What follows belongs to an exercise in optimizing a design on an open flow for small area and a short achievable clock period; a production flow would make more cautious choices.

==> v30 <==
==> flow/design.v (excerpt) <==
module fpmul (
	input             clk,
	input      [31:0] X,
	input      [31:0] Y,
	output     [31:0] result,
	output reg        zero,
	output reg        underflow,
	output reg        overflow,
	output reg        nan
);
	wire [24:0] yb = {1'b1, Y[22:0], 1'b0};   
	wire [7:0]  s1_d, s2_d, s3_d, s4_d, neg_d;
	genvar i;
	generate for (i = 0; i < 8; i = i + 1) begin : enc
		wire [2:0] c = yb[3*i+3] ? ~yb[3*i+2:3*i] : yb[3*i+2:3*i];   
		assign s1_d[i]  = ~c[2] & (c[1] ^ c[0]);
		assign s2_d[i]  = (~c[2] & c[1] & c[0]) | (c[2] & ~c[1] & ~c[0]);
		assign s3_d[i]  = c[2] & (c[1] ^ c[0]);
		assign s4_d[i]  = c[2] & c[1] & c[0];
		assign neg_d[i] = yb[3*i+3] & ~(&yb[3*i+2:3*i]);
	end endgenerate
	wire [25:0] x3_d = {2'b01, X[22:0]} + {1'b1, X[22:0], 1'b0};   
	wire [8:0] esum_d = {1'b0, X[30:23]} + {1'b0, Y[30:23]};
	wire       zero_d = (X[30:0] == 31'd0) | (Y[30:0] == 31'd0);
	reg  [22:0] xm_q;
	reg  [25:1] x3_q;
	reg  [7:0]  s1_q, s2_q, s3_q, s4_q, neg_q;
	reg  [8:0]  esum_q;
	reg         zero_q, sign_q;
	always @(posedge clk) begin
		xm_q   <= X[22:0];
		x3_q   <= x3_d[25:1];
		s1_q   <= s1_d;
		s2_q   <= s2_d;
		s3_q   <= s3_d;
		s4_q   <= s4_d;
		neg_q  <= neg_d;
		esum_q <= esum_d;
		zero_q <= zero_d;
		sign_q <= X[31] ^ Y[31];
	end
	wire [2:0]  lg_d, lp_d;
	wire [24:0] hp_d, hg_d;
	part2 core (.xm(xm_q), .x3(x3_q), .s1(s1_q), .s2(s2_q), .s3(s3_q), .s4(s4_q), .neg(neg_q),
		.lg(lg_d), .lp(lp_d), .hp(hp_d), .hg(hg_d));
	wire       uf_d  = ~zero_q & (esum_q < 9'd127);
	wire       nan_d = ~zero_q & (esum_q == 9'd382);
	wire       of_d  = ~zero_q & (esum_q > 9'd382);
	wire [8:0] e0_d  = esum_q - 9'd127;
	wire [8:0] e1_d  = esum_q - 9'd126;
	reg  [2:0]  lg_q, lp_q;
	reg  [24:0] hp_q, hg_q;
	reg  [7:0]  e0_q, e1_q;
	reg         sign_r;
	always @(posedge clk) begin
		lg_q      <= lg_d;
		lp_q      <= lp_d;
		hp_q      <= hp_d;
		hg_q      <= hg_d;
		e0_q      <= e0_d[7:0];
		e1_q      <= e1_d[7:0];
		sign_r    <= sign_q & ~zero_q & ~(esum_q < 9'd127);
		zero      <= zero_q;
		underflow <= uf_d;
		overflow  <= of_d;
		nan       <= nan_d;
	end
	wire g0_1 = lg_q[1] | (lp_q[1] & lg_q[0]);
	wire g0_3 = hg_q[0] | (hp_q[0] & lg_q[2]);
	wire p0_3 = hp_q[0] & lp_q[2];
	wire g0_5 = hg_q[2] | (hp_q[2] & hg_q[1]);
	wire p0_5 = hp_q[2] & hp_q[1];
	wire g0_7 = hg_q[4] | (hp_q[4] & hg_q[3]);
	wire p0_7 = hp_q[4] & hp_q[3];
	wire g0_9 = hg_q[6] | (hp_q[6] & hg_q[5]);
  ...
clock: 8.0 ns
lec_check: 0
cap_margin: 20
core_margin: 2
core_utilization: 40
cts_buf_list: sky130_fd_sc_hd__clkbuf_8
setup_slack_margin: 3.5
slew_margin: 20
synth_hierarchical: 1
synth_minimum_keep_size: 0
standard.sh (not shown) runs the stock make flow with config.mk's settings and CLKGATE_MAP_FILE= SYNTH_SCRIPT=/design/flow/synth_recipe.tcl, a recipe that flattens the netlist after the stock synthesis.
==> flow/flow/run.sh <==
#!/bin/bash
export BUFFER_PORTS_ARGS="-buffer_cell sky130_fd_sc_hd__buf_1"
bash standard.sh > standard.log 2>&1
==> inputs of v19, as changes to v30 <==
Settings changed: CTS_BUF_LIST sky130_fd_sc_hd__clkbuf_8 to default, SETUP_SLACK_MARGIN 3.5 to 4.5.
==> inputs of v36, as changes to v30 <==
--- a/flow/design.v
+++ b/flow/design.v
@@ -714,121 +714,112 @@
 		e0_q      <= e0_d[7:0];
 		e1_q      <= e1_d[7:0];
 		sign_r    <= sign_q & ~zero_q & ~(esum_q < 9'd127);
 		zero      <= zero_q;
 		underflow <= uf_d;
 		overflow  <= of_d;
 		nan       <= nan_d;
 	end
-	wire g0_1 = lg_q[1] | (lp_q[1] & lg_q[0]);
-	wire g0_3 = hg_q[0] | (hp_q[0] & lg_q[2]);
-	wire p0_3 = hp_q[0] & lp_q[2];
-	wire g0_5 = hg_q[2] | (hp_q[2] & hg_q[1]);
-	wire p0_5 = hp_q[2] & hp_q[1];
-	wire g0_7 = hg_q[4] | (hp_q[4] & hg_q[3]);
-	wire p0_7 = hp_q[4] & hp_q[3];
-	wire g0_9 = hg_q[6] | (hp_q[6] & hg_q[5]);
-	wire p0_9 = hp_q[6] & hp_q[5];
-	wire g0_11 = hg_q[8] | (hp_q[8] & hg_q[7]);
-	wire p0_11 = hp_q[8] & hp_q[7];
-	wire g0_13 = hg_q[10] | (hp_q[10] & hg_q[9]);
-	wire p0_13 = hp_q[10] & hp_q[9];
-	wire g0_15 = hg_q[12] | (hp_q[12] & hg_q[11]);
-	wire p0_15 = hp_q[12] & hp_q[11];
-	wire g0_17 = hg_q[14] | (hp_q[14] & hg_q[13]);
-	wire p0_17 = hp_q[14] & hp_q[13];
-	wire g0_19 = hg_q[16] | (hp_q[16] & hg_q[15]);
-	wire p0_19 = hp_q[16] & hp_q[15];
-	wire g0_21 = hg_q[18] | (hp_q[18] & hg_q[17]);
-	wire p0_21 = hp_q[18] & hp_q[17];
-	wire g0_23 = hg_q[20] | (hp_q[20] & hg_q[19]);
-	wire p0_23 = hp_q[20] & hp_q[19];
-	wire g0_25 = hg_q[22] | (hp_q[22] & hg_q[21]);
-	wire p0_25 = hp_q[22] & hp_q[21];
-	wire g0_27 = hg_q[24] | (hp_q[24] & hg_q[23]);
-	wire p0_27 = hp_q[24] & hp_q[23];
-	wire g1_2 = lg_q[2] | (lp_q[2] & g0_1);
-	wire p1_2 = lp_q[2] & 1'b0;
+	wire        cin = lg_q[2] | (lp_q[2] & (lg_q[1] | (lp_q[1] & (lg_q[0]))));   
+	wire g0_1 = hg_q[0] | (hp_q[0] & cin);
+	wire g0_3 = hg_q[2] | (hp_q[2] & hg_q[1]);
+	wire p0_3 = hp_q[2] & hp_q[1];
+	wire g0_5 = hg_q[4] | (hp_q[4] & hg_q[3]);
+	wire p0_5 = hp_q[4] & hp_q[3];
+	wire g0_7 = hg_q[6] | (hp_q[6] & hg_q[5]);
+	wire p0_7 = hp_q[6] & hp_q[5];
+	wire g0_9 = hg_q[8] | (hp_q[8] & hg_q[7]);
+	wire p0_9 = hp_q[8] & hp_q[7];
+	wire g0_11 = hg_q[10] | (hp_q[10] & hg_q[9]);
+	wire p0_11 = hp_q[10] & hp_q[9];
+	wire g0_13 = hg_q[12] | (hp_q[12] & hg_q[11]);
+	wire p0_13 = hp_q[12] & hp_q[11];
+	wire g0_15 = hg_q[14] | (hp_q[14] & hg_q[13]);
+	wire p0_15 = hp_q[14] & hp_q[13];
+	wire g0_17 = hg_q[16] | (hp_q[16] & hg_q[15]);
+	wire p0_17 = hp_q[16] & hp_q[15];
+	wire g0_19 = hg_q[18] | (hp_q[18] & hg_q[17]);
+	wire p0_19 = hp_q[18] & hp_q[17];
+	wire g0_21 = hg_q[20] | (hp_q[20] & hg_q[19]);
+	wire p0_21 = hp_q[20] & hp_q[19];
+	wire g0_23 = hg_q[22] | (hp_q[22] & hg_q[21]);
+	wire p0_23 = hp_q[22] & hp_q[21];
+	wire g0_25 = hg_q[24] | (hp_q[24] & hg_q[23]);
+	wire p0_25 = hp_q[24] & hp_q[23];
+	wire g1_2 = hg_q[1] | (hp_q[1] & g0_1);
+	wire p1_2 = hp_q[1] & 1'b0;
 	wire g1_3 = g0_3 | (p0_3 & g0_1);
 	wire p1_3 = p0_3 & 1'b0;
-	wire g1_6 = hg_q[3] | (hp_q[3] & g0_5);
-	wire p1_6 = hp_q[3] & p0_5;
+	wire g1_6 = hg_q[5] | (hp_q[5] & g0_5);
+	wire p1_6 = hp_q[5] & p0_5;
 	wire g1_7 = g0_7 | (p0_7 & g0_5);
 	wire p1_7 = p0_7 & p0_5;
-	wire g1_10 = hg_q[7] | (hp_q[7] & g0_9);
-	wire p1_10 = hp_q[7] & p0_9;
+	wire g1_10 = hg_q[9] | (hp_q[9] & g0_9);
+	wire p1_10 = hp_q[9] & p0_9;
 	wire g1_11 = g0_11 | (p0_11 & g0_9);
 	wire p1_11 = p0_11 & p0_9;
-	wire g1_14 = hg_q[11] | (hp_q[11] & g0_13);
-	wire p1_14 = hp_q[11] & p0_13;
+	wire g1_14 = hg_q[13] | (hp_q[13] & g0_13);
+	wire p1_14 = hp_q[13] & p0_13;
 	wire g1_15 = g0_15 | (p0_15 & g0_13);
 	wire p1_15 = p0_15 & p0_13;
-	wire g1_18 = hg_q[15] | (hp_q[15] & g0_17);
-	wire p1_18 = hp_q[15] & p0_17;
+	wire g1_18 = hg_q[17] | (hp_q[17] & g0_17);
+	wire p1_18 = hp_q[17] & p0_17;
 	wire g1_19 = g0_19 | (p0_19 & g0_17);
 	wire p1_19 = p0_19 & p0_17;
-	wire g1_22 = hg_q[19] | (hp_q[19] & g0_21);
-	wire p1_22 = hp_q[19] & p0_21;
+	wire g1_22 = hg_q[21] | (hp_q[21] & g0_21);
+	wire p1_22 = hp_q[21] & p0_21;
 	wire g1_23 = g0_23 | (p0_23 & g0_21);
 	wire p1_23 = p0_23 & p0_21;
-	wire g1_26 = hg_q[23] | (hp_q[23] & g0_25);
-	wire p1_26 = hp_q[23] & p0_25;
-	wire g1_27 = g0_27 | (p0_27 & g0_25);
-	wire p1_27 = p0_27 & p0_25;
-	wire g2_4 = hg_q[1] | (hp_q[1] & g1_3);
-	wire p2_4 = hp_q[1] & p1_3;
+	wire g2_4 = hg_q[3] | (hp_q[3] & g1_3);
+	wire p2_4 = hp_q[3] & p1_3;
 	wire g2_5 = g0_5 | (p0_5 & g1_3);
 	wire p2_5 = p0_5 & p1_3;
 	wire g2_6 = g1_6 | (p1_6 & g1_3);
 	wire p2_6 = p1_6 & p1_3;
 	wire g2_7 = g1_7 | (p1_7 & g1_3);
 	wire p2_7 = p1_7 & p1_3;
-	wire g2_12 = hg_q[9] | (hp_q[9] & g1_11);
-	wire p2_12 = hp_q[9] & p1_11;
+	wire g2_12 = hg_q[11] | (hp_q[11] & g1_11);
+	wire p2_12 = hp_q[11] & p1_11;
 	wire g2_13 = g0_13 | (p0_13 & g1_11);
 	wire p2_13 = p0_13 & p1_11;
 	wire g2_14 = g1_14 | (p1_14 & g1_11);
 	wire p2_14 = p1_14 & p1_11;
 	wire g2_15 = g1_15 | (p1_15 & g1_11);
 	wire p2_15 = p1_15 & p1_11;
-	wire g2_20 = hg_q[17] | (hp_q[17] & g1_19);
-	wire p2_20 = hp_q[17] & p1_19;
+	wire g2_20 = hg_q[19] | (hp_q[19] & g1_19);
+	wire p2_20 = hp_q[19] & p1_19;
 	wire g2_21 = g0_21 | (p0_21 & g1_19);
 	wire p2_21 = p0_21 & p1_19;
 	wire g2_22 = g1_22 | (p1_22 & g1_19);
 	wire p2_22 = p1_22 & p1_19;
 	wire g2_23 = g1_23 | (p1_23 & g1_19);
 	wire p2_23 = p1_23 & p1_19;
-	wire g3_8 = hg_q[5] | (hp_q[5] & g2_7);
-	wire p3_8 = hp_q[5] & p2_7;
+	wire g3_8 = hg_q[7] | (hp_q[7] & g2_7);
+	wire p3_8 = hp_q[7] & p2_7;
 	wire g3_9 = g0_9 | (p0_9 & g2_7);
 	wire p3_9 = p0_9 & p2_7;
 	wire g3_10 = g1_10 | (p1_10 & g2_7);
 	wire p3_10 = p1_10 & p2_7;
 	wire g3_11 = g1_11 | (p1_11 & g2_7);
 	wire p3_11 = p1_11 & p2_7;
 	wire g3_12 = g2_12 | (p2_12 & g2_7);
 	wire p3_12 = p2_12 & p2_7;
 	wire g3_13 = g2_13 | (p2_13 & g2_7);
 	wire p3_13 = p2_13 & p2_7;
 	wire g3_14 = g2_14 | (p2_14 & g2_7);
 	wire p3_14 = p2_14 & p2_7;
 	wire g3_15 = g2_15 | (p2_15 & g2_7);
 	wire p3_15 = p2_15 & p2_7;
-	wire g3_24 = hg_q[21] | (hp_q[21] & g2_23);
-	wire p3_24 = hp_q[21] & p2_23;
+	wire g3_24 = hg_q[23] | (hp_q[23] & g2_23);
+	wire p3_24 = hp_q[23] & p2_23;
 	wire g3_25 = g0_25 | (p0_25 & g2_23);
 	wire p3_25 = p0_25 & p2_23;
-	wire g3_26 = g1_26 | (p1_26 & g2_23);
-	wire p3_26 = p1_26 & p2_23;
-	wire g3_27 = g1_27 | (p1_27 & g2_23);
-	wire p3_27 = p1_27 & p2_23;
-	wire g4_16 = hg_q[13] | (hp_q[13] & g3_15);
-	wire p4_16 = hp_q[13] & p3_15;
+	wire g4_16 = hg_q[15] | (hp_q[15] & g3_15);
+	wire p4_16 = hp_q[15] & p3_15;
 	wire g4_17 = g0_17 | (p0_17 & g3_15);
 	wire p4_17 = p0_17 & p3_15;
 	wire g4_18 = g1_18 | (p1_18 & g3_15);
 	wire p4_18 = p1_18 & p3_15;
 	wire g4_19 = g1_19 | (p1_19 & g3_15);
 	wire p4_19 = p1_19 & p3_15;
 	wire g4_20 = g2_20 | (p2_20 & g3_15);
 	wire p4_20 = p2_20 & p3_15;
@@ -837,21 +828,17 @@
 	wire g4_22 = g2_22 | (p2_22 & g3_15);
 	wire p4_22 = p2_22 & p3_15;
 	wire g4_23 = g2_23 | (p2_23 & g3_15);
 	wire p4_23 = p2_23 & p3_15;
 	wire g4_24 = g3_24 | (p3_24 & g3_15);
 	wire p4_24 = p3_24 & p3_15;
 	wire g4_25 = g3_25 | (p3_25 & g3_15);
 	wire p4_25 = p3_25 & p3_15;
-	wire g4_26 = g3_26 | (p3_26 & g3_15);
-	wire p4_26 = p3_26 & p3_15;
-	wire g4_27 = g3_27 | (p3_27 & g3_15);
-	wire p4_27 = p3_27 & p3_15;
-	wire [24:0] cy = {g4_26, g4_25, g4_24, g4_23, g4_22, g4_21, g4_20, g4_19, g4_18, g4_17, g4_16, g3_15, g3_14, g3_13, g3_12, g3_11, g3_10, g3_9, g3_8, g2_7, g2_6, g2_5, g2_4, g1_3, g1_2};   
+	wire [24:0] cy = {g4_24, g4_23, g4_22, g4_21, g4_20, g4_19, g4_18, g4_17, g4_16, g3_15, g3_14, g3_13, g3_12, g3_11, g3_10, g3_9, g3_8, g2_7, g2_6, g2_5, g2_4, g1_3, g1_2, g0_1, cin};   
 	wire [24:0] sum = hp_q ^ cy;
 	wire [24:0] t = sum[24:0];   
 	wire        kill = zero | underflow | overflow | nan;
 	wire [22:0] mant = t[24] ? t[23:1] : t[22:0];
 	wire [7:0]  ex   = t[24] ? e1_q : e0_q;
 	assign result[31]    = sign_r;
 	assign result[30:23] = (overflow | nan) ? 8'hFF : kill ? 8'h00 : ex;
 	assign result[22:1]  = kill ? 22'd0 : mant[22:1];
Settings changed: CTS_BUF_LIST sky130_fd_sc_hd__clkbuf_8 to default.
==> flow_metrics.tcl <==
set metrics [dict create \
    fin_ws_ns 3.45 \
    inv_count 105 \
    sh_seq_area_pct 17.5 \
    grt_first_pass_wirelength_um 90300 \
    outcome "finished clean" \
    die-area_mm2 0.0490 \
    cts_resized 25 \
    grt_util_met1_pct 30.6 \
]
Source of the figures above: v30

==> flow_metrics.tcl <==
set metrics [dict create \
    outcome "finished clean" \
    sh_seq_area_pct 17.1 \
    grt_util_met1_pct 32.8 \
    fin_ws_ns 3.00 \
    clk_path_buf_depth 2 \
    grt_first_pass_wirelength_um 89700 \
    die-area_mm2 0.0486 \
    cts_resized 58 \
    inv_count 99 \
]
Source of the figures above: v36

==> flow_metrics.tcl <==
set metrics [dict create \
    fin_setup_tns_ns 0 \
    grt_first_pass_wirelength_um 93700 \
    outcome "finished clean" \
    inv_count 105 \
    drive_above_1_share_pct 29.5 \
    grt_util_met1_pct 32.4 \
    cts_resized 229 \
    sh_seq_area_pct 15.8 \
    fin_ws_ns 3.60 \
    die-area_mm2 0.0490 \
]
Source of the figures above: v19

No functional check of the RTL was part of any run of this note.

afterwards: timing with drivers on the ports:
The results above use ideal ports. As a check the final layouts listed here were re-extracted and re-timed, cells and wires unchanged. Step 1 (the two cells are an assumption about what drives the block):
set clk [get_ports {clk}]
set_driving_cell -lib_cell sky130_fd_sc_hd__clkbuf_16 $clk
set_driving_cell -lib_cell sky130_fd_sc_hd__buf_2 [delete_from_list [all_inputs] $clk]
Step 2 adds t to the input delays and takes it off the output delays; t is the mean of the earliest and latest rising clock arrival at the registers after step 1. Input paths then give back, and output paths get back, about the clock's delay inside the block. a / b / c = ideal / step 1 / step 2; a / b = the first two.
run | t (ns) | setup slack, ns | worst hold slack (ns) | clock arrival spread, ns
v30 | 0.546 | 3.451 / 3.403 / 3.743 | 0.410 / 0.410 / 0.410 | 0.017 / 0.017
v19 | 0.514 | 3.600 / 3.549 / 4.063 | 0.420 / 0.420 / 0.420 | 0.013 / 0.014
v36 | 0.506 | 3.003 / 2.946 / 3.453 | 0.455 / 0.455 / 0.455 | 0.024 / 0.023
After both steps every run listed still meets setup and hold.
